Optimization exercise on an open flow, not production practice. RTL: at most simulated, not proved equivalent. Power: default activity.

==> flow/config.mk <==
export PLATFORM = sky130hd
export DESIGN_NAME = y86_cpu
export DESIGN_NICKNAME = y86_cpu
export VERILOG_FILES = /design/flow/design.v
export SDC_FILE = /design/flow/constraint.sdc
export NUM_CORES = 4
export LEC_CHECK = 0
export CAP_MARGIN = 20
export CORE_MARGIN = 2
export CORE_UTILIZATION = 40
export PLACE_DENSITY = 0.6
export SLEW_MARGIN = 20
==> flow/constraint.sdc <==
create_clock -name core_clock -period 60.0 [get_ports {clk}]
set_input_delay 12.0000 -clock core_clock [delete_from_list [all_inputs] [get_ports {clk}]]
set_output_delay 12.0000 -clock core_clock [all_outputs]
set_load 0.01 [all_outputs]
==> flow/design.v <==
module add64 (
    input  [63:0] a,
    input  [63:0] b,
    input         ci,
    output [63:0] s
);
    reg [63:0] G, P, c;
    integer l, i;
    always @(*) begin
        P = a ^ b;
        G = a & b;
        G[0] = G[0] | (P[0] & ci);
        for (l = 0; l < 6; l = l + 1)
            for (i = 0; i < 64; i = i + 1)
                if (((i + 1) % (2 << l)) == 0) begin
                    G[i] = G[i] | (P[i] & G[i - (1 << l)]);
                    P[i] = P[i] & P[i - (1 << l)];
                end
        for (l = 4; l >= 0; l = l - 1)
            for (i = 0; i < 64; i = i + 1)
                if (((i + 1) % (2 << l)) == (1 << l) && i > (1 << l)) begin
                    G[i] = G[i] | (P[i] & G[i - (1 << l)]);
                    P[i] = P[i] & P[i - (1 << l)];
                end
        c = {G[62:0], ci};
    end
    assign s = a ^ b ^ c;
endmodule
module inc60 (
    input  [59:0] a,
    output [59:0] s
);
    reg [63:0] P;
    integer l, i;
    always @(*) begin
        P = {4'b0, a};
        for (l = 0; l < 6; l = l + 1)
            for (i = 0; i < 64; i = i + 1)
                if (((i + 1) % (2 << l)) == 0)
                    P[i] = P[i] & P[i - (1 << l)];
        for (l = 4; l >= 0; l = l - 1)
            for (i = 0; i < 64; i = i + 1)
                if (((i + 1) % (2 << l)) == (1 << l) && i > (1 << l))
                    P[i] = P[i] & P[i - (1 << l)];
    end
    assign s = a ^ {P[58:0], 1'b1};
endmodule
module y86_cpu (
    input             clk,
    input             rst,
    output     [63:0] imem_addr,
    input      [79:0] imem_rdata,
    output     [63:0] dmem_addr,
    output            dmem_we,
    output     [63:0] dmem_wdata,
    input      [63:0] dmem_rdata,
    output     [1:0]  stat,
    input      [3:0]  dbg_reg,
    output     [63:0] dbg_val
);
    localparam I_HALT = 4'h0, I_NOP = 4'h1, I_RRMOVQ = 4'h2, I_IRMOVQ = 4'h3,
               I_RMMOVQ = 4'h4, I_MRMOVQ = 4'h5, I_OPQ = 4'h6, I_JXX = 4'h7,
               I_CALL = 4'h8, I_RET = 4'h9, I_PUSHQ = 4'hA, I_POPQ = 4'hB;
    localparam RSP = 4'd4, RNONE = 4'hF;
    reg [1:0]  stat_r;
    reg        zf, sf, of;
    reg        boot;           
    reg [63:0] fpc;            
    reg        f_valid;        
    reg        e_valid;
    reg [3:0]  e_icode, e_ifun;
    reg [3:0]  e_srcA, e_srcB, e_rA, e_rB;
    reg        e_bad;          
    reg [63:0] e_valC;         
    reg        w_we;           
    reg        w_load;         
    reg [3:0]  w_dst;
    reg [63:0] w_val;
    reg        w_ret;          
    wire halted = stat_r != 2'd0;
    wire [63:0] rf [0:15];
    assign rf[15] = 64'd0;
    wire [63:0] w_data = w_load ? dmem_rdata : w_val;
    wire        sp_we;         
    wire [63:0] sp_new;
    genvar g;
    generate
        for (g = 0; g < 15; g = g + 1) begin : R
            reg [63:0] q;
            assign rf[g] = q;
            if (g == 4) begin : SP
                always @(posedge clk)
                    if (rst)                       q <= 64'd0;
                    else if (sp_we)                q <= sp_new;
                    else if (w_we && w_dst == g)   q <= w_data;
            end else begin : GP
                always @(posedge clk)
                    if (rst)                       q <= 64'd0;
                    else if (w_we && w_dst == g)   q <= w_data;
            end
        end
    endgenerate
    wire [3:0]  rb_addr = halted ? dbg_reg : e_srcB;
    wire [63:0] rb_raw  = rf[rb_addr];
    wire [63:0] ra_raw  = rf[e_srcA];
    assign dbg_val = rb_raw;
    wire bypA = w_we && !w_load && w_dst == e_srcA;
    wire bypB = w_we && !w_load && w_dst == e_srcB;
    wire [63:0] valA = bypA ? w_val : ra_raw;
    wire [63:0] valB = bypB ? w_val : rb_raw;
    wire e_rrmov = e_icode == I_RRMOVQ;
    wire e_irmov = e_icode == I_IRMOVQ;
    wire e_rmmov = e_icode == I_RMMOVQ;
    wire e_mrmov = e_icode == I_MRMOVQ;
    wire e_op    = e_icode == I_OPQ;
    wire e_call  = e_icode == I_CALL;
    wire e_ret   = e_icode == I_RET;
    wire e_push  = e_icode == I_PUSHQ;
    wire e_pop   = e_icode == I_POPQ;
    wire e_halt  = e_icode == I_HALT;
    wire stall = e_valid && w_we && w_load &&
                 (w_dst == e_srcA || w_dst == e_srcB);
    wire e_live = e_valid && !halted;
    wire e_go   = e_live && !stall && !e_bad && !e_halt;
    reg e_cnd;
    always @(*) begin
        case (e_ifun)
            4'd0:    e_cnd = 1'b1;
            4'd1:    e_cnd = (sf ^ of) | zf;
            4'd2:    e_cnd = sf ^ of;
            4'd3:    e_cnd = zf;
            4'd4:    e_cnd = ~zf;
            4'd5:    e_cnd = ~(sf ^ of);
            4'd6:    e_cnd = ~(sf ^ of) & ~zf;
            default: e_cnd = 1'b0;
        endcase
    end
    wire        e_sub = e_op && e_ifun[1:0] == 2'd1;
    wire [63:0] opB   = e_op ? valA :
                        (e_rmmov || e_mrmov) ? e_valC :
                        (e_push || e_call) ? 64'hFFFF_FFFF_FFFF_FFF8 :
                        64'd8;
    wire [63:0] sum;
    add64 adder (.a(valB), .b(e_sub ? ~opB : opB), .ci(e_sub), .s(sum));
    reg  [63:0] alu_out;
    always @(*) begin
        case (e_ifun[1:0])
            2'd2:    alu_out = valB & valA;
            2'd3:    alu_out = valB ^ valA;
            default: alu_out = sum;
        endcase
        if (!e_op) alu_out = sum;
    end
    wire alu_of = (e_ifun[1:0] == 2'd0) ? (valA[63] == valB[63]) && (sum[63] != valB[63]) :
                  (e_ifun[1:0] == 2'd1) ? (valA[63] != valB[63]) && (sum[63] != valB[63]) :
                  1'b0;
    wire alu_zf = alu_out == 64'd0;
    wire alu_sf = alu_out[63];
    wire n_zf = (e_go && e_op) ? alu_zf : zf;
    wire n_sf = (e_go && e_op) ? alu_sf : sf;
    wire n_of = (e_go && e_op) ? alu_of : of;
    assign sp_we  = e_go && (e_push || e_pop || e_call || e_ret);
    assign sp_new = sum;
    assign dmem_addr  = (e_pop || e_ret) ? valB : sum;
    assign dmem_we    = e_go && (e_rmmov || e_push || e_call);
    assign dmem_wdata = e_call ? e_valC : valA;
    wire [3:0] e_dst = (e_op || e_irmov)    ? e_rB :
                       e_rrmov              ? (e_cnd ? e_rB : RNONE) :
                       (e_mrmov || e_pop)   ? e_rA :
                       RNONE;
    wire [63:0] e_res = e_irmov ? e_valC : e_rrmov ? valA : alu_out;
    wire [3:0]  f_icode = imem_rdata[79:76];
    wire [3:0]  f_ifun  = imem_rdata[75:72];
    wire [3:0]  f_rA    = imem_rdata[71:68];
    wire [3:0]  f_rB    = imem_rdata[67:64];
    wire [63:0] f_valC  = imem_rdata[63:0];
    wire [63:0] f_dest  = imem_rdata[71:8];
    wire f_jxx  = f_icode == I_JXX;
    wire f_call = f_icode == I_CALL;
    wire f_ret  = f_icode == I_RET;
    wire [4:0]  lo1  = {1'b0, fpc[3:0]} + 5'd1;
    wire [4:0]  lo2  = {1'b0, fpc[3:0]} + 5'd2;
    wire [4:0]  lo9  = {1'b0, fpc[3:0]} + 5'd9;
    wire [4:0]  lo10 = {1'b0, fpc[3:0]} + 5'd10;
    reg  [4:0]  f_lo;
    always @(*) begin
        case (f_icode)
            I_RRMOVQ, I_OPQ, I_PUSHQ, I_POPQ: f_lo = lo2;
            I_IRMOVQ, I_RMMOVQ, I_MRMOVQ:     f_lo = lo10;
            I_JXX, I_CALL:                    f_lo = lo9;
            default:                          f_lo = lo1;
        endcase
    end
    wire [59:0] fpc_hi1;
    inc60 pcinc (.a(fpc[63:4]), .s(fpc_hi1));
    wire [63:0] f_valP  = {f_lo[4] ? fpc_hi1 : fpc[63:4], f_lo[3:0]};
    reg f_cnd;
    always @(*) begin
        case (f_ifun)
            4'd0:    f_cnd = 1'b1;
            4'd1:    f_cnd = (n_sf ^ n_of) | n_zf;
            4'd2:    f_cnd = n_sf ^ n_of;
            4'd3:    f_cnd = n_zf;
            4'd4:    f_cnd = ~n_zf;
            4'd5:    f_cnd = ~(n_sf ^ n_of);
            4'd6:    f_cnd = ~(n_sf ^ n_of) & ~n_zf;
            default: f_cnd = 1'b0;
        endcase
    end
    wire f_bad = (f_icode > 4'hB) ||
                 ((f_icode == I_RRMOVQ || f_jxx) && f_ifun > 4'd6) ||
                 (f_icode == I_OPQ && f_ifun > 4'd3);
    reg [3:0] f_srcA, f_srcB;
    always @(*) begin
        f_srcA = RNONE;
        f_srcB = RNONE;
        case (f_icode)
            I_RRMOVQ:          f_srcA = f_rA;
            I_RMMOVQ, I_OPQ: begin f_srcA = f_rA; f_srcB = f_rB; end
            I_MRMOVQ:          f_srcB = f_rB;
            I_PUSHQ: begin     f_srcA = f_rA; f_srcB = RSP; end
            I_POPQ, I_CALL, I_RET: f_srcB = RSP;
            default: ;
        endcase
    end
    reg [63:0] next_pc;
    always @(*) begin
        if (w_ret)
            next_pc = dmem_rdata;
        else if (stall || !f_valid)
            next_pc = fpc;
        else if (f_call || (f_jxx && f_cnd))
            next_pc = f_dest;
        else
            next_pc = f_valP;
    end
    assign imem_addr = next_pc;
    always @(posedge clk) begin
        if (rst) begin
            stat_r  <= 2'd0;
            zf      <= 1'b1;
            sf      <= 1'b0;
            of      <= 1'b0;
            boot    <= 1'b1;
            fpc     <= 64'd0;
            f_valid <= 1'b0;
            e_valid <= 1'b0;
            w_we    <= 1'b0;
            w_load  <= 1'b0;
            w_ret   <= 1'b0;
        end else begin
            boot <= 1'b0;
            fpc  <= next_pc;
            if (boot || w_ret)
                f_valid <= 1'b1;
            else if (!stall && f_valid && f_ret)
                f_valid <= 1'b0;
            if (!stall) begin
                e_valid <= f_valid && !boot && !w_ret;
                e_icode <= f_icode;
                e_ifun  <= f_ifun;
                e_rA    <= f_rA;
                e_rB    <= f_rB;
                e_srcA  <= f_srcA;
                e_srcB  <= f_srcB;
                e_bad   <= f_bad;
                e_valC  <= f_call ? f_valP : f_valC;
            end
            if (e_live && !stall && e_bad)
                stat_r <= 2'd2;
            else if (e_live && !stall && e_halt)
                stat_r <= 2'd1;
            if (e_go && e_op) begin
                zf <= alu_zf;
                sf <= alu_sf;
                of <= alu_of;
            end
            w_we   <= e_go && e_dst != RNONE;
            w_load <= e_mrmov || e_pop;
            w_dst  <= e_dst;
            w_val  <= e_res;
            w_ret  <= e_go && e_ret;
        end
    end
    assign stat = stat_r;
endmodule
==> flow/run.sh <==
#!/bin/bash
# synth_recipe.tcl (not shown) runs the flow's synth.tcl, then flattens the netlist and writes it again
# the make line also repeats each setting of config.mk as NAME=value (left out here)
make -C /OpenROAD-flow-scripts/flow DESIGN_CONFIG=/design/flow/config.mk WORK_HOME=/design/flow/orfs CLKGATE_MAP_FILE= SYNTH_SCRIPT=/design/flow/synth_recipe.tcl finish
==> summary.txt, run 1 <==
Fin. Hold Viols 0; max frequency 0.0266 GHz; CP arrival 25590 ps; final core occ 46.7%; Clock transition at path regs 60 ps; Post-DP Area 72500 um^2; first-pass GRT wire length 483 mm; initial drt markers 11500; Final TNS setup 0 ps; num ports 409; Final #Nets 8288; Synth cell types 87; most frequent cells in the layout nor2_1, a211oi_1, dfxtp_1; Synth area leader dfxtp_1; vias per cell 6.87; combinational power share 11.8%; post-synthesis sequential area ratio 38.2%; Longest Clk Path Bufs 3; number of global-route vias before repair 64000; total CTS buffers 135; post-route ant nets 0; total wire length 348 mm; Cell Int Power 1.38 mW; initial antenna violation count 26; Post-CTS Resized 0; CP Max Fanout 62; IO buf count 408; beginning of the worst hold path boot; critical path class input pin to output pin; share of layout cells above drive strength 1 7.99%; Pins Over Slew Limit 0; Critical Path Slowest Stage Cell a311oi_1; Initial Util 40.3%; syn nets 8357; Peak VDD IR 0.0200 mV; Cell Pwr Density 24.9 nW/um^2; die span in y 412 um; Crit. Startpoint dbg_reg[0]; Clock Skews 30.5 ps; commonest non-fill, non-tap cell in the layout nor2_1; TritonCTS Sinks 1192; synthesized instance count 8017; Core ar. 165000 um^2; Reg power frac 43.4%; sw power 0.537 mW; required time of the critical path 48000 ps; Async SR Flop Fraction 0%; die area 170000 um^2; unrepaired setup endpoints after global routing false; Critical R2R Launch e_srcA[0]; hold bufs inserted after CTS 0; clock root cell clkbuf_16; total power 1.92 mW; Final min period 37590 ps; synth top area cells dfxtp_1, a211oi_1, nor2_1, edfxtp_1, a22oi_1; GPL Wtd Cong 1.01; grt ovf 0; Post-synth EDFFs 157; DRC viols 0; first-pass detailed-route iteration total 14; Die X 412 um; synth-to-layout area growth 15.8%; Min-Delay Path Class flip-flop to flip-flop; CTS tree built; post-route cell area 77000 um^2; top cell type's share of synthesized area 31.1%; switching part of the total 28.0%; Leak 26.2 nW; Critical Path Max Stage Delay 1050 ps; outcome complete, no violations; Worst-Margin Slew 1340 ps; top_reg_cell synth dfxtp_1; # fillers 16000; htree depth 4; Setup crit start kind input pin; Hold Slack 491 ps; max_slew headroom 10.4%; maxcap violations 0; Tcrit/Tclk final 62.6%; final setup vio count 0; postcts setup bufs 0; DR WL/cell 33.9 um; #FFs+latches synth 1192; clock power share 44.8%; Mapped Area 66500 um^2; number of synthesis warnings 3; Clock Latency Late Sink 820 ps; maximum number of pins on one net before global-route repair 207; dpl hpwl 231 mm; crit path capture type output pin; # rows 149; Total GRT Usage 39.2%; DR vias 70500; Avg Inst Size Synth 8.30 um^2
[worst paths after layout]
path	endpoint	slack [ps]	cells after the start
setup / recovery	imem_addr[14]	22410	43
hold / removal	f_valid	490	2
setup reg to reg	fpc[23]	46140	41
hold reg to reg	f_valid	490	2
[cells in the mapped netlist (30+ instances only)]
library cell	instances
a21o_1	31
mux2_2	108
a22o_1	126
o22ai_1	71
edfxtp_1	157
buf_2	32
mux2i_1	161
a222oi_1	115
a221oi_1	209
nand4_1	135
o21ai_0	233
a21oi_1	456
nand3_1	77
xor2_1	48
buf_1	56
nor2b_1	35
a311oi_1	30
nor2_1	1407
fa_1	32
clkbuf_1	747
o211ai_1	43
a22oi_1	391
a31oi_1	123
dfxtp_1	1035
nand2_1	508
and3_1	32
inv_1	95
nor3_1	31
ha_1	158
a211oi_1	1042
[cell type report]
cell class	count	area [um^2]	area share, %
tap	2189	2740	3.55
multi-input combinational	5894	38100	49.4
clock buffer	196	3940	5.12
clock inverter	50	523	0.679
inverter	95	358	0.464
sequential	1192	25400	33.0
timing repair buffer	630	5920	7.69
antenna	12	30.0	0.0390
[flip-flops by register name, summed over array words and instances (netlist names), 2 cells and up]
signal	flops
w_val	64
R.q	960
e_ifun	4
e_rB	4
e_rA	4
e_srcB	4
stat_r	2
e_icode	4
fpc	64
w_dst	4
e_srcA	4
e_valC	64
[cells by family (layout without fill, tap and decap cells)]
group / count (synthesis) / after routing / share of synthesized area [%]
compound gates: 2999 / 2999 / 32.3
xor+xnor: 76 / 76 / 1.00
fa+ha+maj: 191 / 191 / 3.95
buf+inv: 931 / 971 / 5.32
flops: 1192 / 1192 / 38.2
mux: 269 / 269 / 4.25
other cells: 0 / 12 / 0
simple gates: 2359 / 2359 / 15.0
[power groups by stage]
stage	sequential [mW]	combinational (mW)	clock (mW)
after floorplan	0.844	0.106	0
after global placement	0.849	0.214	0
after detailed placement	0.849	0.214	0
after CTS	0.831	0.215	0.860
after global routing	0.833	0.229	0.892
final	0.832	0.225	0.859
[stage by stage]
stage,setup WS [ps],instances
floorplan,27400,8017
global placement,23180,9996
detailed placement,23150,9996
CTS,23090,10200
global route,22300,10200
finish,22410,10300
[metal layers]
layer | vias up | GRT usage (%) | share of wire, %
met2 | 5501 | 54.8 | 40
met1 | 33400 | 51.0 | 39
met3 | 1221 | 15.0 | 15
met4 | 14 | 22.5 | 6.7
li1 | 30300 | - | -
met5 | - | 0 | 0.025
[critical path: cells and delay by family]
| family | cells | cell delay, ps |
|---|---|---|
| adders and majority gates | 2 | 500 |
| AOI/OAI and AO/OA | 21 | 5840 |
| muxes | 1 | 250 |
| buffers and inverters | 6 | 3030 |
| and+or+nand+nor | 13 | 3750 |
Testbench counts, summed over its fixed seeds: cycles 22,423.
==> inputs of run 2 (changes only) <==
--- a/flow/design.v
+++ b/flow/design.v
@@ -72,41 +72,49 @@
     reg [3:0]  e_srcA, e_srcB, e_rA, e_rB;
     reg        e_bad;          
     reg [63:0] e_valC;         
+    reg [63:0] opA;            
     reg        w_we;           
     reg        w_load;         
     reg [3:0]  w_dst;
     reg [63:0] w_val;
     reg        w_ret;          
     wire halted = stat_r != 2'd0;
+    reg  [3:0] f_srcA, f_srcB;
     wire [63:0] rf [0:15];
     assign rf[15] = 64'd0;
+    wire [15:0] rv = {1'b0, rvalid};
     wire [63:0] w_data = w_load ? dmem_rdata : w_val;
     wire        sp_we;         
     wire [63:0] sp_new;
+    reg [14:0] rvalid;
     genvar g;
     generate
         for (g = 0; g < 15; g = g + 1) begin : R
             reg [63:0] q;
+            wire wr_w = w_we && w_dst == g;
             assign rf[g] = q;
             if (g == 4) begin : SP
                 always @(posedge clk)
-                    if (rst)                       q <= 64'd0;
-                    else if (sp_we)                q <= sp_new;
-                    else if (w_we && w_dst == g)   q <= w_data;
+                    if (sp_we)      q <= sp_new;
+                    else if (wr_w)  q <= w_data;
+                always @(posedge clk)
+                    if (rst)                 rvalid[g] <= 1'b0;
+                    else if (sp_we || wr_w)  rvalid[g] <= 1'b1;
             end else begin : GP
                 always @(posedge clk)
-                    if (rst)                       q <= 64'd0;
-                    else if (w_we && w_dst == g)   q <= w_data;
+                    if (wr_w)       q <= w_data;
+                always @(posedge clk)
+                    if (rst)        rvalid[g] <= 1'b0;
+                    else if (wr_w)  rvalid[g] <= 1'b1;
             end
         end
     endgenerate
-    wire [3:0]  rb_addr = halted ? dbg_reg : e_srcB;
-    wire [63:0] rb_raw  = rf[rb_addr];
-    wire [63:0] ra_raw  = rf[e_srcA];
-    assign dbg_val = rb_raw;
-    wire bypA = w_we && !w_load && w_dst == e_srcA;
+    wire [3:0]  ra_addr = halted ? dbg_reg : f_srcA;
+    wire [63:0] ra_raw  = rf[ra_addr] & {64{rv[ra_addr]}};
+    assign dbg_val = ra_raw;
+    wire [63:0] rb_raw  = rf[e_srcB] & {64{rv[e_srcB]}};
     wire bypB = w_we && !w_load && w_dst == e_srcB;
-    wire [63:0] valA = bypA ? w_val : ra_raw;
+    wire [63:0] valA = opA;
     wire [63:0] valB = bypB ? w_val : rb_raw;
     wire e_rrmov = e_icode == I_RRMOVQ;
     wire e_irmov = e_icode == I_IRMOVQ;
@@ -210,7 +218,6 @@
     wire f_bad = (f_icode > 4'hB) ||
                  ((f_icode == I_RRMOVQ || f_jxx) && f_ifun > 4'd6) ||
                  (f_icode == I_OPQ && f_ifun > 4'd3);
-    reg [3:0] f_srcA, f_srcB;
     always @(*) begin
         f_srcA = RNONE;
         f_srcB = RNONE;
@@ -223,6 +230,13 @@
             default: ;
         endcase
     end
+    wire e_wr_dst = e_go && e_dst != RNONE && e_dst == f_srcA;
+    wire e_wr_sp  = e_go && (e_push || e_pop || e_call || e_ret) && f_srcA == RSP;
+    wire w_wr_a   = w_we && w_dst == f_srcA;
+    wire [63:0] f_opA = e_wr_dst ? e_res :
+                        e_wr_sp  ? sum :
+                        w_wr_a   ? w_data :
+                        ra_raw;
     reg [63:0] next_pc;
     always @(*) begin
         if (w_ret)
@@ -265,6 +279,9 @@
                 e_srcB  <= f_srcB;
                 e_bad   <= f_bad;
                 e_valC  <= f_call ? f_valP : f_valC;
+                opA     <= f_opA;
+            end else if (w_dst == e_srcA) begin
+                opA     <= dmem_rdata;
             end
             if (e_live && !stall && e_bad)
                 stat_r <= 2'd2;
==> run 2 against run 1 <==
Compared with the run above:
- still clean on timing, DRC and antenna
- sequential share of layout area rose by 13 points
- sequential power rose by 23%
- power rose by 16%
- register-to-register slack got worse by 320 ps
- setup slack improved by 7400 ps
- flip-flop and latch count rose by 79
- cell count fell by 12%
==> summary.txt, run 2 <==
number of synthesis warnings 3; Critical R2R Launch e_srcB[1]; crit path capture type output pin; #FFs+latches synth 1271; Clock Latency Late Sink 830 ps; synthesized instance count 6375; max reg flops 960; Initial Util 40.3%; total CTS buffers 139; DR WL/cell 37.3 um; clock root cell clkbuf_16; initial drt markers 12200; Place WS 30210 ps; met2 wire len 137 mm; CTS tree built; unrepaired setup endpoints after global routing false; Total GRT Usage 37.0%; Clock transition at path regs 60 ps; most frequent cells in the layout edfxtp_1, a22oi_1, nand2_1; grt ovf 0; postcts setup bufs 0; Longest Clk Path Bufs 3; Min-Delay Path Class flip-flop to flip-flop; Fin. Hold Viols 0; Post-synth EDFFs 1181; max_slew headroom 17.9%; commonest non-fill, non-tap cell in the layout edfxtp_1; Synth cell types 93; most flop-heavy register R.q; outcome complete, no violations; Final TNS setup 0 ps; total wire length 337 mm; M1 WL 119 mm; synth-to-layout area growth 16.5%; top-count cell post-synth edfxtp_1; Async SR Flop Fraction 0%; final setup vio count 0; Crit. Startpoint imem_rdata[78]; # fillers 15700; Peak VDD IR 0.0227 mV; Leak 26.4 nW; dpl hpwl 224 mm; post-route ant nets 0; max frequency 0.0331 GHz; Setup crit start kind input pin; DR vias 63600; Avg Inst Size Synth 10.9 um^2; Worst-Margin Slew 1220 ps; CP Max Fanout 42; top cell type's share of synthesized area 51.1%; critical path class input pin to output pin; Clock Skews 34.7 ps; top_reg_cell synth edfxtp_1; htree depth 4; IO buf count 408; Final #Nets 6927; xor/xnor share of the synthesized area 1.42%; die area 177000 um^2; CP arrival 18200 ps; Mapped Area 69400 um^2; met3 WL 54.5 mm; Top Layer Used met5; number of global-route vias before repair 59800; Core ar. 172000 um^2; Final min period 30200 ps; Synth area leader edfxtp_1; num ports 409; PnR worst setup slack 29800 ps; first-pass detailed-route iteration total 13; first-pass GRT wire length 462 mm; post-synthesis sequential area ratio 53.7%; DRC viols 0; synth top area cells edfxtp_1, a22oi_1, nand2_1, ha_1, a21oi_1; largest family of logic cells by synthesized area compound AO/OA/AOI/OAI gates; Synth top cells by count edfxtp_1, a22oi_1, nand2_1; Synth Area in Compound Gates 22.0%; vias per cell 7.05; share of layout cells above drive strength 1 10.3%; area share of fa/ha/maj cells after synthesis 3.80%; maxcap violations 0; die span in y 421 um; initial antenna violation count 9; required time of the critical path 48000 ps; Cell Pwr Density 27.6 nW/um^2; Tcrit/Tclk final 50.3%; post-synthesis mux area share 3.08%; hold bufs inserted after CTS 0; Pins Over Slew Limit 0; TritonCTS Sinks 1271; GPL Wtd Cong 1.01; # rows 152; Post-CTS Resized 0; syn nets 6715; beginning of the worst hold path sf; Simple-Gate Fraction of Synth Area 12.3%; Die X 421 um; maximum number of pins on one net before global-route repair 129
## run 2: routing by layer
metal  GRT usage [%]  vias up
met5               0        -
met4            23.0       10
met3            14.2     1352
met2            52.6     5948
met1            47.2    30600
li1                -    25700
## run 2: logic make-up (layout without fill, tap and decap cells)
kind of cell / Yosys count / after routing
simple gates: 1751 / 1751
compound gates: 2209 / 2209
other cells: 0 / 10
flops: 1271 / 1271
xor+xnor: 111 / 111
mux: 193 / 193
buf+inv: 648 / 973
fa+ha+maj: 192 / 192
## run 2: worst paths after layout
check	end	slack (ps)	cells after the start
max reg2reg	fpc[16]	45820	34
min	sf	470	2
max	dbg_val[57]	29800	12
min reg2reg	sf	470	2
## run 2: area by class of cell
class,instances,area [um^2],share of cell area (%)
inverter,107,403,0.498
antenna,10,25.0,0.0309
clock inverter,87,891,1.10
sequential,1271,37300,46.1
multi-input combinational,4456,30100,37.2
tap,2310,2890,3.57
clock buffer,167,3670,4.53
timing repair buffer,612,5670,7.01
## run 2: stage by stage
step / area [um^2] / hold slack (ps) / power [mW] / utilization [%] / cells
2_1_floorplan: 69400 / 440 / 1.18 / - / 6375
3_3_place_gp: 76300 / 452 / 1.35 / 44.3 / 8754
3_5_place_dp: 76300 / 458 / 1.35 / 44.3 / 8755
4_1_cts: 80900 / 466 / 2.21 / 47.0 / 9009
5_1_grt: 80900 / 503 / 2.27 / 47.0 / 9010
6_report: 80900 / 466 / 2.23 / 47.0 / 9020
## run 2: where the power goes
part | internal, mW | total, mW | leakage [nW] | switching (mW)
logic | 0.103 | 0.333 | 12.6 | 0.230
registers | 1.00 | 1.02 | 11.6 | 0.0153
clock network | 0.497 | 0.882 | 2.21 | 0.385
## run 2: critical path: stages
cell and delay (ps):
clkdlybuf4s50_1 620, nand2b_1 330, a211oi_2 580, inv_2 150, o21ai_1 770, and3_2 840
buf_4 840, a22oi_1 170, nand3_1 150, nor3_1 50, nor3_1 910, clkdlybuf4s50_1 720
Testbench counts of run 2, summed over its fixed seeds: cycles 22,423.
==> inputs of run 3 (changes only) <==
--- a/flow/design.v
+++ b/flow/design.v
@@ -109,7 +109,7 @@
             end
         end
     endgenerate
-    wire [3:0]  ra_addr = halted ? dbg_reg : f_srcA;
+    wire [3:0]  ra_addr = halted ? dbg_reg : imem_rdata[71:68];
     wire [63:0] ra_raw  = rf[ra_addr] & {64{rv[ra_addr]}};
     assign dbg_val = ra_raw;
     wire [63:0] rb_raw  = rf[e_srcB] & {64{rv[e_srcB]}};
@@ -186,22 +186,24 @@
     wire f_jxx  = f_icode == I_JXX;
     wire f_call = f_icode == I_CALL;
     wire f_ret  = f_icode == I_RET;
-    wire [4:0]  lo1  = {1'b0, fpc[3:0]} + 5'd1;
-    wire [4:0]  lo2  = {1'b0, fpc[3:0]} + 5'd2;
-    wire [4:0]  lo9  = {1'b0, fpc[3:0]} + 5'd9;
-    wire [4:0]  lo10 = {1'b0, fpc[3:0]} + 5'd10;
-    reg  [4:0]  f_lo;
-    always @(*) begin
-        case (f_icode)
-            I_RRMOVQ, I_OPQ, I_PUSHQ, I_POPQ: f_lo = lo2;
-            I_IRMOVQ, I_RMMOVQ, I_MRMOVQ:     f_lo = lo10;
-            I_JXX, I_CALL:                    f_lo = lo9;
-            default:                          f_lo = lo1;
-        endcase
-    end
+    wire [3:0] x = fpc[3:0];
+    wire [3:0] lo1  = {x[3] ^ (x[2] & x[1] & x[0]), x[2] ^ (x[1] & x[0]), x[1] ^ x[0], ~x[0]};
+    wire [3:0] lo2  = {x[3] ^ (x[2] & x[1]), x[2] ^ x[1], ~x[1], x[0]};
+    wire [3:0] lo9  = {~lo1[3], lo1[2:0]};
+    wire [3:0] lo10 = {~lo2[3], lo2[2:0]};
+    wire k1  = &x;
+    wire k2  = x[3] & x[2] & x[1];
+    wire k9  = x[3] | (x[2] & x[1] & x[0]);
+    wire k10 = x[3] | (x[2] & x[1]);
+    wire c2  = f_icode == I_RRMOVQ || f_icode == I_OPQ || f_icode == I_PUSHQ || f_icode == I_POPQ;
+    wire c10 = f_icode == I_IRMOVQ || f_icode == I_RMMOVQ || f_icode == I_MRMOVQ;
+    wire c9  = f_jxx || f_call;
+    wire c1  = !(c2 || c10 || c9);
+    wire [3:0] f_lo = ({4{c1}} & lo1) | ({4{c2}} & lo2) | ({4{c9}} & lo9) | ({4{c10}} & lo10);
+    wire f_carry = (c1 & k1) | (c2 & k2) | (c9 & k9) | (c10 & k10);
     wire [59:0] fpc_hi1;
     inc60 pcinc (.a(fpc[63:4]), .s(fpc_hi1));
-    wire [63:0] f_valP  = {f_lo[4] ? fpc_hi1 : fpc[63:4], f_lo[3:0]};
+    wire [63:0] f_valP  = {f_carry ? fpc_hi1 : fpc[63:4], f_lo};
     reg f_cnd;
     always @(*) begin
         case (f_ifun)
@@ -237,17 +239,16 @@
                         e_wr_sp  ? sum :
                         w_wr_a   ? w_data :
                         ra_raw;
-    reg [63:0] next_pc;
-    always @(*) begin
-        if (w_ret)
-            next_pc = dmem_rdata;
-        else if (stall || !f_valid)
-            next_pc = fpc;
-        else if (f_call || (f_jxx && f_cnd))
-            next_pc = f_dest;
-        else
-            next_pc = f_valP;
-    end
+    wire hold  = stall || !f_valid;        
+    wire f_tgt = f_call || (f_jxx && f_cnd);
+    wire s_ret = w_ret;
+    wire s_fpc = !w_ret && hold;
+    wire s_tgt = !hold && f_tgt;
+    wire s_seq = !hold && !f_tgt;
+    wire [63:0] next_pc = ({64{s_ret}} & dmem_rdata) |
+                          ({64{s_fpc}} & fpc) |
+                          ({64{s_tgt}} & f_dest) |
+                          ({64{s_seq}} & f_valP);
     assign imem_addr = next_pc;
     always @(posedge clk) begin
         if (rst) begin
==> run 3 against run 2 <==
Compared with the run above:
- clock power up 1%
- still clean
- critical endpoint is now dbg_val[16]
- sequential power hardly changed
- synthesized cell count decreased by 3.0%
- first-iteration DRC count decreased by 0.33%
- via count fell by 0.92%
- die area rose by 0.63%
- core utilization decreased by 0.24 points
- setup slack improved by 1200 ps
- largest cell class unchanged
- fmax up 4.0%
==> summary.txt, run 3 <==
Async SR Flop Fraction 0%; dpl hpwl 221 mm; unrepaired setup endpoints after global routing false; Clock Skews 32.7 ps; top-count cell post-synth edfxtp_1; total power 2.31 mW; Post-CTS Resized 0; most flop-heavy register R.q; Final TNS setup 0 ps; Pins Over Slew Limit 0; top cell type's share of synthesized area 50.8%; synth-to-layout area growth 16.2%; first-pass GRT wire length 468 mm; initial drt markers 12100; CTS tree built; DR WL/cell 38.6 um; crit path capture type output pin; max frequency 0.0344 GHz; most frequent cells in the layout edfxtp_1, a22oi_1, a21oi_1; Synth top cells by count edfxtp_1, a22oi_1, a21oi_1; die span in y 422 um; Min-Delay Path Class flip-flop to flip-flop; Final min period 29040 ps; clock root cell clkbuf_16; Clock transition at path regs 60 ps; commonest non-fill, non-tap cell in the layout edfxtp_1; max_slew headroom 8.92%; outcome complete, no violations; Post-synth EDFFs 1181; Avg Inst Size Synth 11.3 um^2; Simple-Gate Fraction of Synth Area 10.5%; required time of the critical path 48000 ps; syn nets 6522; Layout Cells excl Fill 8838; synthesized instance count 6182; Total GRT Usage 36.9%; num ports 409; total wire length 341 mm; share of layout cells above drive strength 1 11.6%; Synth Area in Compound Gates 21.7%; Final #Nets 6727; final setup vio count 0; #FFs+latches synth 1271; DRC viols 0; Synth area leader edfxtp_1; Synth cell types 95; top_reg_cell synth edfxtp_1; Placed Cells 8568; area share of fa/ha/maj cells after synthesis 3.75%; # rows 153; Initial Util 40.2%; post-synthesis sequential area ratio 53.3%; post-synthesis mux area share 5.95%; max reg flops 960; DR vias 63000; Cell Pwr Density 28.5 nW/um^2; Clock Latency Late Sink 830 ps; Leak 27.9 nW; number of synthesis warnings 3; maxcap violations 0; Fin. Hold Viols 0; Mapped Area 69900 um^2; grt ovf 0; Worst-Margin Slew 1330 ps; Core ar. 174000 um^2; post-route ant nets 0; Die X 422 um; total CTS buffers 140; number of global-route vias before repair 59200; Longest Clk Path Bufs 3; IO buf count 408; initial antenna violation count 14; CP arrival 17040 ps; postcts setup bufs 0; largest family of logic cells by synthesized area compound AO/OA/AOI/OAI gates; Tcrit/Tclk final 48.4%; hold bufs inserted after CTS 0; CP Max Fanout 35; die area 178000 um^2; vias per cell 7.13; synth top area cells edfxtp_1, a22oi_1, mux2i_1, a21oi_1, ha_1; first-pass detailed-route iteration total 14; critical path class input pin to output pin; Peak VDD IR 0.0205 mV; xor/xnor share of the synthesized area 1.27%; htree depth 4; GPL Wtd Cong 1.03; maximum number of pins on one net before global-route repair 97; TritonCTS Sinks 1271; Setup crit start kind input pin
## run 3: worst paths after layout
kind / start / to / slack (ps) / cells past startpoint
worst max-delay path: imem_rdata[71] / dbg_val[16] / 30960 / 10
worst min register to register: rvalid[13] / rvalid[13] / 480 / 2
worst min-delay path: rvalid[13] / rvalid[13] / 480 / 2
worst max register to register: e_srcB[1] / fpc[25] / 46790 / 32
## run 3: cell type report
class                   count  area (um^2)
clock inverters            91          912
inverters                  69          260
flip-flops and latches   1271        37300
fillers                 15700        92400
diodes                      7         17.5
well taps                2325         2910
multi-input cells        4316        30600
repair buffers            589         5500
clock buffers             170         3730
## run 3: logic make-up (layout without fill, tap and decap cells)
kind of cell,count (synthesis),after routing
AOI/OAI and AO/OA,2143,2143
DFF,1271,1271
xor gates and xnor gates,101,101
muxes,388,388
adders and majority gates,190,190
and+or+nand+nor,1494,1494
buffers and inverters,595,919
other,0,7
## run 3: routing by layer
metal	wire length [um]	vias to the layer above	global-route usage, %
li1	-	25200	-
met1	120000	30500	46.4
met2	138000	5957	51.9
met3	57300	1342	16.1
met4	26000	14	22.4
met5	256	-	0.753
## run 3: per-stage QoR
step / hold WS (ps) / area (um^2) / worst slack [ps] / util (%)
2_1_floorplan: 440 / 69900 / 33470 / -
3_3_place_gp: 453 / 76500 / 31290 / 44.1
3_5_place_dp: 467 / 76500 / 31260 / 44.1
4_1_cts: 480 / 81200 / 31260 / 46.8
5_1_grt: 515 / 81200 / 31060 / 46.8
6_report: 485 / 81200 / 30960 / 46.8
## run 3: where the power goes
group          internal, mW  switching [mW]  total [mW]  leakage (nW)
clock                 0.504           0.391       0.894          2.25
combinational         0.117           0.282       0.399          14.0
sequential             1.01          0.0148        1.02          11.6
total                  1.63           0.687        2.31          27.9
## run 3: worst max-delay path: stages
cell and delay, ps:
clkdlybuf4s50_1 780, or3b_2 550, a221oi_2 240, buf_4 320
and2_2 910, buf_4 820, a22oi_1 170, nand4_1 160
o221a_2 400, clkdlybuf4s50_1 610
Testbench counts of run 3, summed over its fixed seeds: cycles 22,423.
==> inputs of run 4 (changes only) <==
--- a/flow/design.v
+++ b/flow/design.v
@@ -78,6 +78,12 @@
     reg [3:0]  w_dst;
     reg [63:0] w_val;
     reg        w_ret;          
+    reg        w_pred;         
+    reg [63:0] ras;            
+    reg        ras_v;
+    reg        e_pred;         
+    wire mis      = w_ret && w_pred && (dmem_rdata != ras);
+    wire redirect = w_ret && (!w_pred || mis);
     wire halted = stat_r != 2'd0;
     reg  [3:0] f_srcA, f_srcB;
     wire [63:0] rf [0:15];
@@ -126,10 +132,12 @@
     wire e_push  = e_icode == I_PUSHQ;
     wire e_pop   = e_icode == I_POPQ;
     wire e_halt  = e_icode == I_HALT;
+    wire e_store = e_rmmov || e_push || e_call;
     wire stall = e_valid && w_we && w_load &&
                  (w_dst == e_srcA || w_dst == e_srcB);
     wire e_live = e_valid && !halted;
     wire e_go   = e_live && !stall && !e_bad && !e_halt;
+    wire e_commit = e_go && !mis;
     reg e_cnd;
     always @(*) begin
         case (e_ifun)
@@ -167,10 +175,10 @@
     wire n_zf = (e_go && e_op) ? alu_zf : zf;
     wire n_sf = (e_go && e_op) ? alu_sf : sf;
     wire n_of = (e_go && e_op) ? alu_of : of;
-    assign sp_we  = e_go && (e_push || e_pop || e_call || e_ret);
+    assign sp_we  = e_commit && (e_push || e_pop || e_call || e_ret);
     assign sp_new = sum;
     assign dmem_addr  = (e_pop || e_ret) ? valB : sum;
-    assign dmem_we    = e_go && (e_rmmov || e_push || e_call);
+    assign dmem_we    = e_commit && e_store;
     assign dmem_wdata = e_call ? e_valC : valA;
     wire [3:0] e_dst = (e_op || e_irmov)    ? e_rB :
                        e_rrmov              ? (e_cnd ? e_rB : RNONE) :
@@ -239,14 +247,17 @@
                         e_wr_sp  ? sum :
                         w_wr_a   ? w_data :
                         ra_raw;
-    wire hold  = stall || !f_valid;        
+    wire hold  = stall || !f_valid;
     wire f_tgt = f_call || (f_jxx && f_cnd);
-    wire s_ret = w_ret;
-    wire s_fpc = !w_ret && hold;
-    wire s_tgt = !hold && f_tgt;
-    wire s_seq = !hold && !f_tgt;
+    wire f_pret = f_ret && ras_v;          
+    wire s_ret = redirect;
+    wire s_fpc = !redirect && hold;
+    wire s_ras = !redirect && !hold && f_pret;
+    wire s_tgt = !redirect && !hold && f_tgt;
+    wire s_seq = !redirect && !hold && !f_tgt && !f_pret;
     wire [63:0] next_pc = ({64{s_ret}} & dmem_rdata) |
                           ({64{s_fpc}} & fpc) |
+                          ({64{s_ras}} & ras) |
                           ({64{s_tgt}} & f_dest) |
                           ({64{s_seq}} & f_valP);
     assign imem_addr = next_pc;
@@ -263,15 +274,27 @@
             w_we    <= 1'b0;
             w_load  <= 1'b0;
             w_ret   <= 1'b0;
+            w_pred  <= 1'b0;
+            ras_v   <= 1'b0;
+            e_pred  <= 1'b0;
         end else begin
             boot <= 1'b0;
             fpc  <= next_pc;
-            if (boot || w_ret)
+            if (boot || redirect)
                 f_valid <= 1'b1;
-            else if (!stall && f_valid && f_ret)
+            else if (!stall && f_valid && f_ret && !ras_v)
                 f_valid <= 1'b0;
+            if (f_valid && !stall && !redirect) begin
+                if (f_call && !(e_valid && e_ret && e_pred)) begin
+                    ras   <= f_valP;
+                    ras_v <= 1'b1;
+                end else if (f_pret) begin
+                    ras_v <= 1'b0;
+                end
+            end
             if (!stall) begin
-                e_valid <= f_valid && !boot && !w_ret;
+                e_valid <= f_valid && !boot && !redirect;
+                e_pred  <= f_pret;
                 e_icode <= f_icode;
                 e_ifun  <= f_ifun;
                 e_rA    <= f_rA;
@@ -281,23 +304,26 @@
                 e_bad   <= f_bad;
                 e_valC  <= f_call ? f_valP : f_valC;
                 opA     <= f_opA;
-            end else if (w_dst == e_srcA) begin
+            end else if (w_we && w_load && w_dst == e_srcA) begin
                 opA     <= dmem_rdata;
             end
-            if (e_live && !stall && e_bad)
+            if (mis)
+                e_valid <= 1'b0;
+            if (e_live && !stall && !mis && e_bad)
                 stat_r <= 2'd2;
-            else if (e_live && !stall && e_halt)
+            else if (e_live && !stall && !mis && e_halt)
                 stat_r <= 2'd1;
-            if (e_go && e_op) begin
+            if (e_commit && e_op) begin
                 zf <= alu_zf;
                 sf <= alu_sf;
                 of <= alu_of;
             end
-            w_we   <= e_go && e_dst != RNONE;
+            w_we   <= e_commit && e_dst != RNONE;
             w_load <= e_mrmov || e_pop;
             w_dst  <= e_dst;
             w_val  <= e_res;
-            w_ret  <= e_go && e_ret;
+            w_ret  <= e_commit && e_ret;
+            w_pred <= e_pred;
         end
     end
     assign stat = stat_r;
==> flow/flow/run.sh (new file) <==
#!/bin/bash
# The standard layout (the standard.sh: standard synthesis, floorplan,
# power grid, placement, CTS, routing), with one change: the buffers that
# placement puts on every input and output port are sky130_fd_sc_hd__buf_1
# instead of the cell buffer_ports picks by default.
set -uo pipefail
bash standard.sh "BUFFER_PORTS_ARGS=-buffer_cell sky130_fd_sc_hd__buf_1" finish > make_finish.log 2>&1
rc=$?
tail -40 make_finish.log
exit $rc
==> flow/standard.sh (new file) <==
#!/bin/bash
# synth_recipe.tcl (not shown) runs the flow's synth.tcl, then flattens the netlist and writes it again
# the make line also repeats each setting of config.mk as NAME=value (left out here)
make -C /OpenROAD-flow-scripts/flow DESIGN_CONFIG=/design/flow/config.mk WORK_HOME=/design/flow/orfs CLKGATE_MAP_FILE= SYNTH_SCRIPT=/design/flow/synth_recipe.tcl "${@:-finish}"
removed: flow/run.sh
==> run 4 against run 3 <==
Compared with the run above:
- still clean
- cell count increased by 5.4%
- setup slack gained 590 ps
- die area is 4.0% higher
- first-iteration DRC count up 14%
- design area increased by 0.92%
- sequential power rose by 6%
- hold slack got worse by 7.1 ps
- wire length is 12% higher
- area after synthesis is 4.0% higher
- clock power up 3.9%
- via count grew 5.9%
- combinational power is 3% lower
- highest routed layer unchanged
==> summary.txt, run 4 <==
outcome complete, no violations; TritonCTS Sinks 1338; postcts setup bufs 0; critical path class input pin to output pin; commonest non-fill, non-tap cell in the layout edfxtp_1; Reg power frac 45.0%; final setup vio count 0; Fin. Hold Viols 0; crit path capture type output pin; clock power share 38.8%; synth top area cells edfxtp_1, a22oi_1, o21ai_0, mux2_2, ha_1; max frequency 0.0351 GHz; most frequent cells in the layout edfxtp_1, a22oi_1, nand2_1; synthesized instance count 6602; DR WL/cell 40.9 um; Async SR Flop Fraction 0%; Clock transition at path regs 60 ps; sw power 0.722 mW; Final #Nets 7156; DR vias 66700; Clock Latency Late Sink 860 ps; number of synthesis warnings 3; initial drt markers 13900; Hold Slack 478 ps; first-pass GRT wire length 513 mm; Core ar. 181000 um^2; syn nets 6942; Mapped Area 72700 um^2; Synth area leader edfxtp_1; # rows 156; die span in y 430 um; post-route ant nets 0; total wire length 381 mm; GPL Wtd Cong 1.03; grt ovf 0; #FFs+latches synth 1338; Post-CTS Resized 0; die area 185000 um^2; Cell Pwr Density 29.2 nW/um^2; top-count cell post-synth edfxtp_1; Longest Clk Path Bufs 3; combinational power share 16.2%; maxcap violations 0; total CTS buffers 146; max_slew headroom 7.69%; DRC viols 0; CP arrival 16450 ps; post-synthesis sequential area ratio 54.0%; first-pass detailed-route iteration total 10; top_reg_cell synth edfxtp_1; unrepaired setup endpoints after global routing false; vias per cell 7.16; IO buf count 408; CP Max Fanout 33; switching part of the total 30.2%; Setup crit start kind input pin; Post-synth EDFFs 1245; dpl hpwl 250 mm; htree depth 4; num ports 409; initial antenna violation count 27; top cell type's share of synthesized area 51.4%; maximum number of pins on one net before global-route repair 88; Peak VDD IR 0.0323 mV; Avg Inst Size Synth 11.0 um^2; Total GRT Usage 39.6%; Synth top cells by count edfxtp_1, a22oi_1, nand2_1; Worst-Margin Slew 1370 ps; Clock Skews 31.2 ps; CTS tree built; Tcrit/Tclk final 47.4%; number of global-route vias before repair 61600; max reg flops 960; Pins Over Slew Limit 0; synth-to-layout area growth 12.8%; Initial Util 40.2%; hold bufs inserted after CTS 0; Cell Int Power 1.67 mW; Final TNS setup 0 ps; most flop-heavy register R.q; clock root cell clkbuf_16; Min-Delay Path Class flip-flop to flip-flop; Synth cell types 89; Final min period 28450 ps; Die X 430 um; required time of the critical path 48000 ps; Leak 28.0 nW; share of layout cells above drive strength 1 11.2%
[run 4: worst max-delay path: stages]
cell	delay (ps)
buf_1	80
buf_4	190
or4b_2	680
o21ai_1	650
and2_4	810
buf_4	690
a22oi_1	190
nand4_1	170
o22ai_1	130
nor2_1	590
buf_1	230
[run 4: power by group through the flow]
stage / clock [mW] / sequential (mW) / combinational, mW
2_1_floorplan: 0 / 1.09 / 0.186
3_3_place_gp: 0 / 1.10 / 0.360
3_5_place_dp: 0 / 1.10 / 0.362
4_1_cts: 0.922 / 1.08 / 0.363
5_1_grt: 0.956 / 1.08 / 0.392
6_report: 0.929 / 1.08 / 0.387
[run 4: per-layer routing]
metal  vias up  GRT usage, %  share of wire (%)  wire length [um]
met3      1415          13.7                 15             57400
met2      6529          57.1                 41            157000
li1      26400             -                  -                 -
met5         -         0.859              0.084               319
met4        18          26.7                8.8             33300
met1     32400          50.0                 35            133000
[run 4: final cells by class]
cell class | instances | area (um^2)
repair buffers | 611 | 3170
clock buffers | 184 | 3900
multi-input cells | 4544 | 31100
diodes | 15 | 37.5
inverters | 175 | 661
flip-flops and latches | 1338 | 39300
well taps | 2370 | 2970
fillers | 16800 | 98800
clock inverters | 79 | 862
[run 4: metrics by stage]
step	power (mW)	instance area, um^2	setup WS, ps	cells	utilization, %
after global routing	2.43	81900	31700	9302	45.3
after floorplan	1.27	72700	33390	6602	-
after CTS	2.36	81900	31830	9300	45.3
after global placement	1.46	77100	31310	9036	42.7
final	2.40	82000	31550	9316	45.3
after detailed placement	1.46	77200	31850	9037	42.7
[run 4: final timing paths]
check	start	to	slack, ps	cells past startpoint
max	imem_rdata[70]	dbg_val[42]	31550	11
min	e_pred	e_pred	480	2
max reg2reg	e_srcB[2]	fpc[40]	48030	34
min reg2reg	e_pred	e_pred	480	2
[run 4: cell families after synthesis]
family | Yosys count | share of synthesized area (%)
AOI/OAI and AO/OA | 2299 | 21.5
and+or+nand+nor | 1548 | 10.0
DFF | 1338 | 54.0
buffers and inverters | 720 | 3.86
muxes | 297 | 4.51
xor gates and xnor gates | 210 | 2.53
adders and majority gates | 190 | 3.60
Testbench counts of run 4, summed over its fixed seeds: cycles 21,099.
==> inputs of run 5 (changes only) <==
--- a/flow/design.v
+++ b/flow/design.v
@@ -82,8 +82,9 @@
     reg [63:0] ras;            
     reg        ras_v;
     reg        e_pred;         
+    reg        mis_r;          
     wire mis      = w_ret && w_pred && (dmem_rdata != ras);
-    wire redirect = w_ret && (!w_pred || mis);
+    wire redirect = w_ret && !w_pred;
     wire halted = stat_r != 2'd0;
     reg  [3:0] f_srcA, f_srcB;
     wire [63:0] rf [0:15];
@@ -137,7 +138,7 @@
                  (w_dst == e_srcA || w_dst == e_srcB);
     wire e_live = e_valid && !halted;
     wire e_go   = e_live && !stall && !e_bad && !e_halt;
-    wire e_commit = e_go && !mis;
+    wire e_commit = e_go && !mis && !mis_r;
     reg e_cnd;
     always @(*) begin
         case (e_ifun)
@@ -250,11 +251,12 @@
     wire hold  = stall || !f_valid;
     wire f_tgt = f_call || (f_jxx && f_cnd);
     wire f_pret = f_ret && ras_v;          
+    wire jump  = redirect || mis_r;
     wire s_ret = redirect;
-    wire s_fpc = !redirect && hold;
-    wire s_ras = !redirect && !hold && f_pret;
-    wire s_tgt = !redirect && !hold && f_tgt;
-    wire s_seq = !redirect && !hold && !f_tgt && !f_pret;
+    wire s_fpc = !jump && hold && !boot;    
+    wire s_ras = mis_r || (!jump && !hold && f_pret);
+    wire s_tgt = !jump && !hold && f_tgt;
+    wire s_seq = !jump && !hold && !f_tgt && !f_pret;
     wire [63:0] next_pc = ({64{s_ret}} & dmem_rdata) |
                           ({64{s_fpc}} & fpc) |
                           ({64{s_ras}} & ras) |
@@ -268,63 +270,66 @@
             sf      <= 1'b0;
             of      <= 1'b0;
             boot    <= 1'b1;
-            fpc     <= 64'd0;
             f_valid <= 1'b0;
             e_valid <= 1'b0;
             w_we    <= 1'b0;
-            w_load  <= 1'b0;
             w_ret   <= 1'b0;
-            w_pred  <= 1'b0;
             ras_v   <= 1'b0;
-            e_pred  <= 1'b0;
+            mis_r   <= 1'b0;
         end else begin
-            boot <= 1'b0;
-            fpc  <= next_pc;
-            if (boot || redirect)
+            boot  <= 1'b0;
+            mis_r <= mis;
+            if (boot || jump)
                 f_valid <= 1'b1;
             else if (!stall && f_valid && f_ret && !ras_v)
                 f_valid <= 1'b0;
-            if (f_valid && !stall && !redirect) begin
-                if (f_call && !(e_valid && e_ret && e_pred)) begin
-                    ras   <= f_valP;
+            if (!mis && f_valid && !stall && !jump) begin
+                if (f_call && !(e_valid && e_ret && e_pred))
                     ras_v <= 1'b1;
-                end else if (f_pret) begin
+                else if (f_pret)
                     ras_v <= 1'b0;
-                end
             end
-            if (!stall) begin
-                e_valid <= f_valid && !boot && !redirect;
-                e_pred  <= f_pret;
-                e_icode <= f_icode;
-                e_ifun  <= f_ifun;
-                e_rA    <= f_rA;
-                e_rB    <= f_rB;
-                e_srcA  <= f_srcA;
-                e_srcB  <= f_srcB;
-                e_bad   <= f_bad;
-                e_valC  <= f_call ? f_valP : f_valC;
-                opA     <= f_opA;
-            end else if (w_we && w_load && w_dst == e_srcA) begin
-                opA     <= dmem_rdata;
-            end
-            if (mis)
+            if (!stall)
+                e_valid <= f_valid && !boot && !jump;
+            if (mis_r)
                 e_valid <= 1'b0;
-            if (e_live && !stall && !mis && e_bad)
+            if (e_live && !stall && !mis && !mis_r && e_bad)
                 stat_r <= 2'd2;
-            else if (e_live && !stall && !mis && e_halt)
+            else if (e_live && !stall && !mis && !mis_r && e_halt)
                 stat_r <= 2'd1;
             if (e_commit && e_op) begin
                 zf <= alu_zf;
                 sf <= alu_sf;
                 of <= alu_of;
             end
-            w_we   <= e_commit && e_dst != RNONE;
-            w_load <= e_mrmov || e_pop;
-            w_dst  <= e_dst;
-            w_val  <= e_res;
-            w_ret  <= e_commit && e_ret;
-            w_pred <= e_pred;
+            w_we  <= e_commit && e_dst != RNONE;
+            w_ret <= e_commit && e_ret;
+        end
+    end
+    always @(posedge clk) begin
+        fpc <= next_pc;
+        if (mis)
+            ras <= dmem_rdata;
+        else if (f_valid && !stall && !jump && f_call && !(e_valid && e_ret && e_pred))
+            ras <= f_valP;
+        if (!stall) begin
+            e_pred  <= f_pret;
+            e_icode <= f_icode;
+            e_ifun  <= f_ifun;
+            e_rA    <= f_rA;
+            e_rB    <= f_rB;
+            e_srcA  <= f_srcA;
+            e_srcB  <= f_srcB;
+            e_bad   <= f_bad;
+            e_valC  <= f_call ? f_valP : f_valC;
+            opA     <= f_opA;
+        end else if (w_we && w_load && w_dst == e_srcA) begin
+            opA     <= dmem_rdata;
         end
+        w_load <= e_mrmov || e_pop;
+        w_dst  <= e_dst;
+        w_val  <= e_res;
+        w_pred <= e_pred;
     end
     assign stat = stat_r;
 endmodule
==> flow/flow/run.sh (replaced) <==
#!/bin/bash
# The standard layout (the standard.sh: standard synthesis, floorplan,
# power grid, placement, CTS, routing) with two changes:
#  - the buffers that placement puts on every input and output port are
#    sky130_fd_sc_hd__buf_1 instead of the cell buffer_ports picks;
#  - repair_timing aims for 33 ns of setup slack instead of 0, so that it
#    also works on the input-to-output paths that set the achieved period.
# The clock period and all constraints are the design's, unchanged.
set -uo pipefail
bash standard.sh "BUFFER_PORTS_ARGS=-buffer_cell sky130_fd_sc_hd__buf_1" \
    SETUP_SLACK_MARGIN=33 finish > make_finish.log 2>&1
rc=$?
tail -40 make_finish.log
exit $rc
==> run 5 against run 4 <==
Compared with the run above:
- hold slack got worse by 79 ps
- cell count rose by 2.0%
- critical path type unchanged
- clock-buffer cell count fell by 12
- global-route usage fell by 2.8 points
- critical path depth rose by 2
- design area rose by 2.9%
- core utilization rose by 0.77 points
- highest routed layer unchanged
- wire length fell by 6.1%
- synthesized cell count rose by 0.95%
==> summary.txt, run 5 <==
Clock Latency Late Sink 830 ps; maximum number of pins on one net before global-route repair 102; Min-Delay Path Class flip-flop to flip-flop; dpl hpwl 225 mm; Synth cell types 93; DR vias 66200; switching part of the total 30.0%; most frequent cells in the layout edfxtp_1, nand2_1, a22oi_1; max reg flops 960; Setup crit start kind input pin; Cell Pwr Density 29.1 nW/um^2; CP Max Fanout 20; CTS tree built; clock root cell clkbuf_16; top_reg_cell synth edfxtp_1; Worst Reg-to-Reg Cells 30; total wire length 358 mm; Longest Clk Path Bufs 3; IO buf count 408; #FFs+latches synth 1339; DR WL/cell 37.6 um; Initial Util 40.2%; Critical R2R Launch e_srcB[0]; Mapped Area 73500 um^2; Core ar. 183000 um^2; max_slew headroom 14.6%; Synth area leader edfxtp_1; critical path class input pin to output pin; Die X 433 um; Leak 30.1 nW; die area 187000 um^2; Worst-Margin Slew 1250 ps; post-synthesis sequential area ratio 52.5%; number of global-route vias before repair 61400; unrepaired setup endpoints after global routing true; die span in y 433 um; top-count cell post-synth edfxtp_1; Post-synth EDFFs 1178; Synth top cells by count edfxtp_1, nand2_1, a22oi_1; Peak VDD IR 0.0321 mV; Worst Hold Path Cells 0; Hold Slack 398 ps; Pins Over Slew Limit 0; first-pass GRT wire length 486 mm; max frequency 0.0369 GHz; Clock Skews 29.6 ps; Final min period 27090 ps; beginning of the worst hold path e_pred; syn nets 7005; synth-to-layout area growth 14.8%; synth top area cells edfxtp_1, a22oi_1, mux2i_1, dfxtp_1, a21oi_1; share of layout cells above drive strength 1 11.5%; synthesized instance count 6665; vias per cell 6.96; crit path capture type output pin; post-route ant nets 0; Async SR Flop Fraction 0%; Total GRT Usage 36.8%; Crit. Startpoint imem_rdata[70]; Placed Cells 9183; Final #Nets 7249; met3 Use GR 13.5%; met2 usage 52.9%; CP arrival 15090 ps; required time of the critical path 48000 ps; TritonCTS Sinks 1339; num ports 409; grt ovf 0; Cell Int Power 1.72 mW; Avg Inst Size Synth 11.0 um^2; initial drt markers 12600; sw power 0.738 mW; Final TNS setup 0 ps; outcome complete, no violations; met1 usage 45.6%; GRT busiest layer met2; combinational power share 17.6%; maxcap violations 0; GPL Wtd Cong 1.01; # rows 157; DRC viols 0; total power 2.46 mW; total CTS buffers 144; Reg power frac 44.1%; Tcrit/Tclk final 45.1%; first-pass detailed-route iteration total 13; initial antenna violation count 14; final setup vio count 0; htree depth 4; Fin. Hold Viols 0; clock power share 38.3%; Layout Cells excl Fill 9501; commonest non-fill, non-tap cell in the layout edfxtp_1; top cell type's share of synthesized area 48.1%; most flop-heavy register R.q; number of synthesis warnings 3; Clock transition at path regs 60 ps
run 5: cell count changes after synthesis, moves of 91 or more:
cell / change
o22ai_1: -104
mux2i_1: +232
a22oi_1: -137
nand2_1: +126
xor2_1: -91
xnor2_1: +99
o21ai_0: -224
a21oi_1: +93
run 5: per-layer routing:
metal  wire length [um]  up-vias  part of all wire [%]
met5                142        -                 0.040
met4              31400       12                   8.8
met3              55100     1358                    15
met2             148000     6223                    41
met1             123000    31900                    34
li1                   -    26600                     -
run 5: cell type report:
cell class	instances	area [um^2]
multi-input cells	4650	33200
repair buffers	633	4000
diodes	11	27.5
well taps	2464	3080
clock buffers	172	3830
flip-flops and latches	1339	38600
clock inverters	91	1020
inverters	141	537
fillers	16800	98500
run 5: path summary, 6_finish.rpt:
| path | slack, ps | end |
|---|---|---|
| hold reg to reg | 400 | w_pred |
| hold / removal | 400 | w_pred |
| setup reg to reg | 47510 | fpc[4] |
| setup / recovery | 32910 | dbg_val[23] |
run 5: timing repair:
| item | in CTS | in global routing |
|---|---|---|
| setup endpoints to repair | 129 | 99 |
| cloned | 12 | 4 |
| endpoints found under the hold margin | 0 | 0 |
| setup buffers | 18 | 10 |
| hold buffers | 0 | 0 |
| pin swaps | 7 | 2 |
| gates resized for setup | 142 | 41 |
run 5: critical path, cell delays in order:
cell and delay (ps):
buf_1 70, buf_4 190, or4b_2 730, o21ai_4 190
buf_12 230, and2_4 240, buf_4 190, clkbuf_16 260
a222oi_1 120, nand3_1 90, o22a_1 370, and2_1 190
buf_1 150
run 5: power groups by stage:
stage               sequential (mW)  combinational, mW  clock, mW
floorplan                      1.09              0.215          0
detailed placement             1.10              0.391          0
global route                   1.08              0.439      0.973
global placement               1.10              0.387          0
finish                         1.08              0.431      0.942
CTS                            1.08              0.403      0.938
run 5: kinds of logic after synthesis:
logic type               count (synthesis)  share of synthesized area, %
buffers and inverters                  681                          3.60
adder cells (fa/ha/maj)                190                          3.56
multiplexers                           526                          7.56
XOR/XNOR                               218                          2.60
AND/OR/NAND/NOR                       1721                          11.1
flip-flops                            1339                          52.5
AO/OA/AOI/OAI                         1990                          19.0
run 5: per-stage QoR:
stage                     worst slack [ps]  util, %  cell area [um^2]
after detailed placement             31630     42.7             78000
after global routing                 32980     46.1             84300
after global placement               31710     42.7             78000
after CTS                            33000     45.9             83900
final                                32910     46.1             84400
after floorplan                      33700        -             73500
Testbench counts of run 5, summed over its fixed seeds: cycles 21,099.
==> inputs of run 6 (changes only) <==
--- a/flow/design.v
+++ b/flow/design.v
@@ -153,8 +153,8 @@
         endcase
     end
     wire        e_sub = e_op && e_ifun[1:0] == 2'd1;
-    wire [63:0] opB   = e_op ? valA :
-                        (e_rmmov || e_mrmov) ? e_valC :
+    wire [63:0] opB   = (e_op || e_rrmov) ? valA :
+                        (e_rmmov || e_mrmov || e_irmov) ? e_valC :
                         (e_push || e_call) ? 64'hFFFF_FFFF_FFFF_FFF8 :
                         64'd8;
     wire [63:0] sum;
@@ -180,12 +180,12 @@
     assign sp_new = sum;
     assign dmem_addr  = (e_pop || e_ret) ? valB : sum;
     assign dmem_we    = e_commit && e_store;
-    assign dmem_wdata = e_call ? e_valC : valA;
+    assign dmem_wdata = valA;           
     wire [3:0] e_dst = (e_op || e_irmov)    ? e_rB :
                        e_rrmov              ? (e_cnd ? e_rB : RNONE) :
                        (e_mrmov || e_pop)   ? e_rA :
                        RNONE;
-    wire [63:0] e_res = e_irmov ? e_valC : e_rrmov ? valA : alu_out;
+    wire [63:0] e_res = alu_out;
     wire [3:0]  f_icode = imem_rdata[79:76];
     wire [3:0]  f_ifun  = imem_rdata[75:72];
     wire [3:0]  f_rA    = imem_rdata[71:68];
@@ -244,7 +244,8 @@
     wire e_wr_dst = e_go && e_dst != RNONE && e_dst == f_srcA;
     wire e_wr_sp  = e_go && (e_push || e_pop || e_call || e_ret) && f_srcA == RSP;
     wire w_wr_a   = w_we && w_dst == f_srcA;
-    wire [63:0] f_opA = e_wr_dst ? e_res :
+    wire [63:0] f_opA = f_call   ? f_valP :
+                        e_wr_dst ? e_res :
                         e_wr_sp  ? sum :
                         w_wr_a   ? w_data :
                         ra_raw;
@@ -321,7 +322,7 @@
             e_srcA  <= f_srcA;
             e_srcB  <= f_srcB;
             e_bad   <= f_bad;
-            e_valC  <= f_call ? f_valP : f_valC;
+            e_valC  <= f_valC;
             opA     <= f_opA;
         end else if (w_we && w_load && w_dst == e_srcA) begin
             opA     <= dmem_rdata;
==> flow/flow/run.sh (replaced) <==
#!/bin/bash
# The standard layout (the standard.sh: standard synthesis, floorplan,
# power grid, placement, CTS, routing) with these changes:
#  - the buffers that placement puts on every input and output port are
#    sky130_fd_sc_hd__buf_1 instead of the cell buffer_ports picks;
#  - repair_timing aims for 33 ns of setup slack instead of 0, so that it
#    also works on the input-to-output paths that set the achieved period;
#  - the clock tree is built from sky130_fd_sc_hd__clkbuf_8.
# The clock period and all constraints are the design's, unchanged.
set -uo pipefail
bash standard.sh "BUFFER_PORTS_ARGS=-buffer_cell sky130_fd_sc_hd__buf_1" \
    SETUP_SLACK_MARGIN=33 CTS_BUF_LIST=sky130_fd_sc_hd__clkbuf_8 \
    finish > make_finish.log 2>&1
rc=$?
tail -40 make_finish.log
exit $rc
==> run 6 against run 5 <==
Compared with the run above:
- power is 10% lower
- die area fell by 6.3%
- register-to-register slack lost 410 ps
- clock power fell by 11%
- critical path depth is 1 lower
- still clean on timing, DRC and antenna
- setup slack gained 28 ps
- core utilization increased by 0.49 points
- non-clock buffer count is 31 higher
- highest routed layer unchanged
- largest cell class unchanged
- critical endpoint is now dbg_val[22]
- via count fell by 7.5%
==> summary.txt, run 6 <==
outcome complete, no violations; IO buf count 408; Tcrit/Tclk final 45.1%; vias per cell 6.96; DR vias 61200; Crit. Startpoint imem_rdata[70]; commonest non-fill, non-tap cell in the layout edfxtp_1; Setup crit start kind input pin; Fin. Hold Viols 0; top_reg_cell synth edfxtp_1; Leak 28.4 nW; Min-Delay Path Class flip-flop to flip-flop; largest family of logic cells by synthesized area compound AO/OA/AOI/OAI gates; post-route ant nets 0; TritonCTS Sinks 1339; area share of fa/ha/maj cells after synthesis 3.80%; top cell type's share of synthesized area 51.4%; Critical Path Slowest Stage Cell or3b_2; Mapped Area 68800 um^2; Clock transition at path regs 60 ps; Worst-Margin Slew 1250 ps; most flop-heavy register R.q; Reg power frac 48.1%; CP Capture Point dbg_val[22]; Top cell by count, worst path buf_4; Synth top cells by count edfxtp_1, nand2_1, a22oi_1; max_slew headroom 15.8%; Synth Area in Compound Gates 19.5%; sw power 0.636 mW; Cell Int Power 1.57 mW; # rows 152; unrepaired setup endpoints after global routing false; Worst Reg-to-Reg Cells 35; xor/xnor share of the synthesized area 2.77%; Initial Util 40.2%; number of synthesis warnings 3; num ports 409; CTS tree built; syn nets 6199; Final #Nets 6618; Clock Latency Late Sink 1050 ps; synth top area cells edfxtp_1, a22oi_1, dfxtp_1, a222oi_1, mux2_2; hold bufs inserted after CTS 0; combinational power share 13.7%; most frequent cells in the layout edfxtp_1, nand2_1, a22oi_1; Synth area leader edfxtp_1; Longest Clk Path Bufs 3; clock power share 38.3%; Async SR Flop Fraction 0%; initial antenna violation count 24; crit path capture type output pin; max frequency 0.0370 GHz; max reg flops 960; Final TNS setup 0 ps; die span in y 419 um; Core ar. 171000 um^2; Critical R2R Launch e_srcB[0]; CP arrival 15060 ps; first-pass GRT wire length 462 mm; maxcap violations 0; post-synthesis sequential area ratio 56.1%; Synth cell types 81; final setup vio count 0; first-pass detailed-route iteration total 15; total wire length 343 mm; total power 2.20 mW; CP Max Fanout 35; #FFs+latches synth 1339; Worst Hold Path Cells 0; Critical Path Max Stage Delay 480 ps; Cell Pwr Density 27.6 nW/um^2; FF-to-FF setup slack 47100 ps; synth-to-layout area growth 16.0%; synthesized instance count 5859; DRC viols 0; # fillers 15600; top-count cell post-synth edfxtp_1; CP Cell Sequence buf_1, buf_4, or3b_2, a22oi_1, buf_4, and2_4, buf_12, a221o_1, a221oi_1, and3_1, a211oi_1, buf_2; Post-synth EDFFs 1178; Peak VDD IR 0.0275 mV; GPL Wtd Cong 1.01; post-synthesis mux area share 4.04%; initial drt markers 12800; clock root cell clkbuf_8; die area 175000 um^2; Total GRT Usage 37.8%; number of global-route vias before repair 56400; share of layout cells above drive strength 1 15.1%; DR WL/cell 39.0 um; grt ovf 0; required time of the critical path 48000 ps; maximum number of pins on one net before global-route repair 108; Worst R2R End fpc[8]; Die X 419 um; switching part of the total 28.9%; htree depth 4; critical path class input pin to output pin; dpl hpwl 225 mm; Avg Inst Size Synth 11.8 um^2; total CTS buffers 216; Clock Skews 88.0 ps; Pins Over Slew Limit 0; Simple-Gate Fraction of Synth Area 10.1%; Final min period 27060 ps
run 6: changes by cell type after synthesis, sizes merged, moves of 77 or more:
cell / delta
a22oi: -115
nand3: -77
nand2: -135
a21oi: -246
a221o: +115
mux2i: -284
run 6: repair_timing:
item	4_1_cts	5_1_grt
setup buffers	38	24
endpoints found under the setup margin	126	82
pin swaps	16	13
cloned	18	3
gates resized for setup	192	59
endpoints found under the hold margin	0	0
run 6: worst min path at each step:
| stage | start | endpoint | slack (ps) |
|---|---|---|---|
| after floorplan | e_pred | w_pred | 350 |
| after global placement | e_pred | w_pred | 360 |
| after detailed placement | e_pred | w_pred | 360 |
| after CTS | e_pred | w_pred | 370 |
| after global routing | e_pred | w_pred | 390 |
| final | e_pred | w_pred | 380 |
run 6: final cells by class:
cell class	count	area, um^2	share of cell area, %
inverter	174	667	0.835
multi-input combinational	3883	28800	36.1
tap	2310	2890	3.62
timing repair buffer	664	4340	5.43
clock buffer	232	3190	4.00
clock inverter	178	1320	1.65
antenna	7	17.5	0.0219
sequential	1339	38600	48.3
run 6: kinds of logic (layout without fill, tap and decap cells):
family,Yosys count,count (layout)
compound gates,1788,1788
simple gates,1431,1440
flops,1339,1339
buf+inv,647,1248
mux,246,247
xor+xnor,218,218
fa+ha+maj,190,190
other cells,0,7
run 6: power groups by stage:
stage	clock, mW	sequential [mW]	combinational [mW]
final	0.842	1.06	0.301
after global routing	0.878	1.06	0.303
after CTS	0.841	1.06	0.280
after detailed placement	0	1.08	0.268
after global placement	0	1.08	0.266
after floorplan	0	1.07	0.141
run 6: stage by stage:
step	util (%)	instance area, um^2	cells	hold WS, ps	worst slack, ps
floorplan	-	68800	5859	348	33480
global placement	42.8	73300	8287	364	31360
detailed placement	42.8	73300	8287	359	31280
CTS	46.3	79400	8753	373	32990
global route	46.6	79900	8781	392	32980
finish	46.6	79900	8787	376	32940
run 6: routing by layer:
layer / routed length (um) / track usage, % / part of all wire, %
met1: 120000 / 47.6 / 35
met4: 30200 / 25.4 / 8.8
met2: 140000 / 54.0 / 41
met5: 145 / 0 / 0.042
met3: 52800 / 13.8 / 15
run 6: critical path: cells and delay by family:
family	cells	cell delay (ps)
and+or+nand+nor	3	910
buffers and inverters	5	1240
AOI/OAI and AO/OA	4	840
Testbench counts of run 6, summed over its fixed seeds: cycles 21,099.
